This is an optimization exercise on Yosys and OpenROAD, whose aim is small area and a short achievable clock period, not a production implementation. No activity file was given, so power comes from the tool's default toggle rates.

==> module FP32Adder2_align, before the edit <==
module FP32Adder2_align(
    input  wire [31:0] a,
    input  wire [31:0] b,
    output wire        l_sign,
    output wire [7:0]  l_exp1,    
    output wire [23:0] l_manx,    
    output wire        sub,
    output wire [23:0] t_man,     
    output wire [1:0]  t_sh       
);
    assign sub = a[31] ^ b[31];
    wire [7:0] ea = a[30:23];
    wire [7:0] eb = b[30:23];
    wire [7:0] y;
    wire       c;
    sub8 ed(.x(ea), .y(eb), .d(y), .gt(c));
    wire [7:0] s  = y ^ {8{~c}};
    wire       far = |s[7:5];                   
    wire [2:0] sc  = s[4:2] | {3{far}};
    wire       ha = |ea;
    wire       hb = |eb;
    wire [23:0] ta = {ha, a[22:0]};
    wire [23:0] tb = {hb, b[22:0]};
    wire [23:0] t  = c ? {1'b0, tb[23:1]} : ta;
    assign t_man  = t >> {sc, 2'b00};
    assign t_sh   = s[1:0];
    wire [7:0] el = c ? ea : eb;
    assign l_exp1 = el + 8'd1;
    assign l_manx = (c ? ta : tb) ^ {24{sub}};
    assign l_sign = c ? a[31] : b[31];
endmodule
==> module FP32Adder2, before the edit <==
module FP32Adder2(
    input  wire        l_sign,
    input  wire [23:0] l_manx,
    input  wire        sub,
    input  wire [23:0] t_man,
    input  wire [1:0]  t_sh,
    output wire [24:0] v,         
    output wire [4:0]  sh,        
    output wire        q,         
    output wire        sign
);
    wire [23:0] B  = t_man >> t_sh;
    wire [23:0] p0 = l_manx ^ B;
    wire [23:0] g0 = l_manx & B;
    wire [23:0] G, P;
    prefix24 pt(.g(g0), .p(p0), .G(G), .P(P));
    wire        co = G[23];              
    wire [23:0] k1 = {sub ? G[22:0] | P[22:0] : G[22:0], sub};
    wire [23:0] k0 = {sub ? ~G[22:0] : G[22:0], sub};
    wire [23:0] r1 = p0 ^ k1;
    wire [23:0] r0 = p0 ^ k0;
    wire [23:0] r  = co ? r1 : r0;
    wire        ovf = co & ~sub;         
    wire [31:0] x = {1'b0, r[23:12], r[11] | r[10], r[9:0], 1'b0, 7'h7f};
    wire [4:0]  lz;
    lzc32 lzc(.x(x), .n(lz), .z());
    wire [24:0] v0 = {ovf, r};
    wire [24:0] v1 = sh[4] ? {v0[8:0], 16'd0} : v0;
    assign v    = sh[3] ? {v1[16:0], 8'd0} : v1;
    assign sh   = sub ? lz : {4'd0, ~ovf};
    assign q    = sub & ~|r[23:11];
    assign sign = l_sign ^ (sub & co);
endmodule
==> module FP32Adder2_norm, before the edit <==
module FP32Adder2_norm(
    input  wire [24:0] v,
    input  wire [4:0]  sh,
    input  wire        q,
    input  wire [7:0]  l_exp1,
    output wire [22:0] mant,
    output wire [7:0]  exp,
    output wire        ovf
);
    wire [24:0] n = v << sh[2:0];
    assign mant = {n[23] & ~q, n[22:1]};
    wire zero = sh[4] & sh[3];
    wire [8:0] e = {l_exp1, 1'b1} + {3'b111, ~sh, ~q};
    assign exp = zero ? 8'd0 : e[8:1];
    wire [7:0] d  = l_exp1 ^ {3'd0, sh};
    wire [7:0] m;
    assign m[0] = 1'b1;
    genvar i;
    generate for (i = 1; i < 8; i = i + 1) begin : tm
        assign m[i] = &l_exp1[i-1:0];
    end endgenerate
    wire top = q ? ~|d : ~|(d ^ m);
    assign ovf = ~|l_exp1 | (~zero & top);
endmodule
Settings: LEC_CHECK=0, ABC_AREA=1, CAP_MARGIN=20, CORE_MARGIN=2, CORE_UTILIZATION=55, CTS_BUF_LIST=sky130_fd_sc_hd__clkbuf_8, PLACE_DENSITY=0.8, SETUP_SLACK_MARGIN=5, SLEW_MARGIN=20; clock period 9.5 ns.
standard.sh (not shown) runs the stock make flow with config.mk's settings and CLKGATE_MAP_FILE= SYNTH_SCRIPT=/design/flow/synth_recipe.tcl, a recipe that flattens the netlist after the stock synthesis.
==> flow/flow/run.sh <==
#!/bin/bash
set -euo pipefail
export BUFFER_PORTS_ARGS="-buffer_cell sky130_fd_sc_hd__buf_2"
bash standard.sh > make.log 2>&1
Change:
--- a/flow/design.v
+++ b/flow/design.v
@@ -15,15 +15,15 @@
     wire       c;
     sub8 ed(.x(ea), .y(eb), .d(y), .gt(c));
     wire [7:0] s  = y ^ {8{~c}};
     wire       far = |s[7:5];                   
-    wire [2:0] sc  = s[4:2] | {3{far}};
     wire       ha = |ea;
     wire       hb = |eb;
     wire [23:0] ta = {ha, a[22:0]};
     wire [23:0] tb = {hb, b[22:0]};
     wire [23:0] t  = c ? {1'b0, tb[23:1]} : ta;
-    assign t_man  = t >> {sc, 2'b00};
+    wire [23:0] t1 = t >> {s[3:2], 2'b00};
+    assign t_man  = far ? 24'd0 : s[4] ? {16'd0, t1[23:16]} : t1;
     assign t_sh   = s[1:0];
     wire [7:0] el = c ? ea : eb;
     assign l_exp1 = el + 8'd1;
     assign l_manx = (c ? ta : tb) ^ {24{sub}};
@@ -75,13 +75,12 @@
     wire [23:0] g0 = l_manx & B;
     wire [23:0] G, P;
     prefix24 pt(.g(g0), .p(p0), .G(G), .P(P));
     wire        co = G[23];              
-    wire [23:0] k1 = {sub ? G[22:0] | P[22:0] : G[22:0], sub};
-    wire [23:0] k0 = {sub ? ~G[22:0] : G[22:0], sub};
-    wire [23:0] r1 = p0 ^ k1;
-    wire [23:0] r0 = p0 ^ k0;
-    wire [23:0] r  = co ? r1 : r0;
+    wire [23:0] m;
+    assign m[0] = sub;
+    assign m[23:1] = sub ? (co ? G[22:0] | P[22:0] : ~G[22:0]) : G[22:0];
+    wire [23:0] r   = p0 ^ m;
     wire        ovf = co & ~sub;         
     wire [31:0] x = {1'b0, r[23:12], r[11] | r[10], r[9:0], 1'b0, 7'h7f};
     wire [4:0]  lz;
     lzc32 lzc(.x(x), .n(lz), .z());
@@ -103,10 +102,12 @@
 );
     wire [24:0] n = v << sh[2:0];
     assign mant = {n[23] & ~q, n[22:1]};
     wire zero = sh[4] & sh[3];
-    wire [8:0] e = {l_exp1, 1'b1} + {3'b111, ~sh, ~q};
-    assign exp = zero ? 8'd0 : e[8:1];
+    wire [6:0] el = {1'b0, l_exp1[4:0], 1'b1} + {1'b0, ~sh, ~q};
+    wire [2:0] hm = l_exp1[7:5] - 3'd1;
+    wire [7:0] e  = {el[6] ? l_exp1[7:5] : hm, el[5:1]};
+    assign exp = zero ? 8'd0 : e;
     wire [7:0] d  = l_exp1 ^ {3'd0, sh};
     wire [7:0] m;
     assign m[0] = 1'b1;
     genvar i;
The new run completed with no timing, DRC or antenna violations.
Cell area goes down by 0.76%.
Cell count falls by 2.1%.
Setup slack is better by 0.022 ns.
Clock skew fell by 0.0064 ns.
Hold slack stays flat.
Global-route usage goes up by 1.6 points.
Power came out higher by 8.8%.
Count of clock-buffer cells in the layout came out higher by 1.
Synthesized cell count is lower by 3.0%.
Routed wire length goes up by 1.7%.
Core utilization hardly moves.
Synthesized area fell by 1.5%.
Combinational power climbs by about 10%.
No run of this note included a check of the RTL's function; only the layout flow was run.

## static timing again, ports no longer ideal
In the flow no input, the clock included, has a driving cell. The finished layouts below were timed again as built, in two steps.
Step 1, drivers: a clkbuf_16 drives clk and a buf_2 each remaining input, both assumed.
Step 2 times the ports against the registers' clock, not the clock port: input delays grow and output delays shrink by t, the midpoint of the rising clock arrivals with the driver on.
Three values: ideal, step 1, step 2; two values: the first two.
run	t, ns	setup slack, ns	worst setup path at the end	worst register clock-pin slew, ns
the first run	0.430	5.049 / 5.011 / 4.806	input to register	0.11 / 0.11
the second run	0.411	5.071 / 5.033 / 4.787	input to register	0.10 / 0.10
After both steps every run listed still meets setup and hold. The setup slack of the second run, which loses most, moves by -0.038 ns with the drivers and by -0.284 ns with both steps.
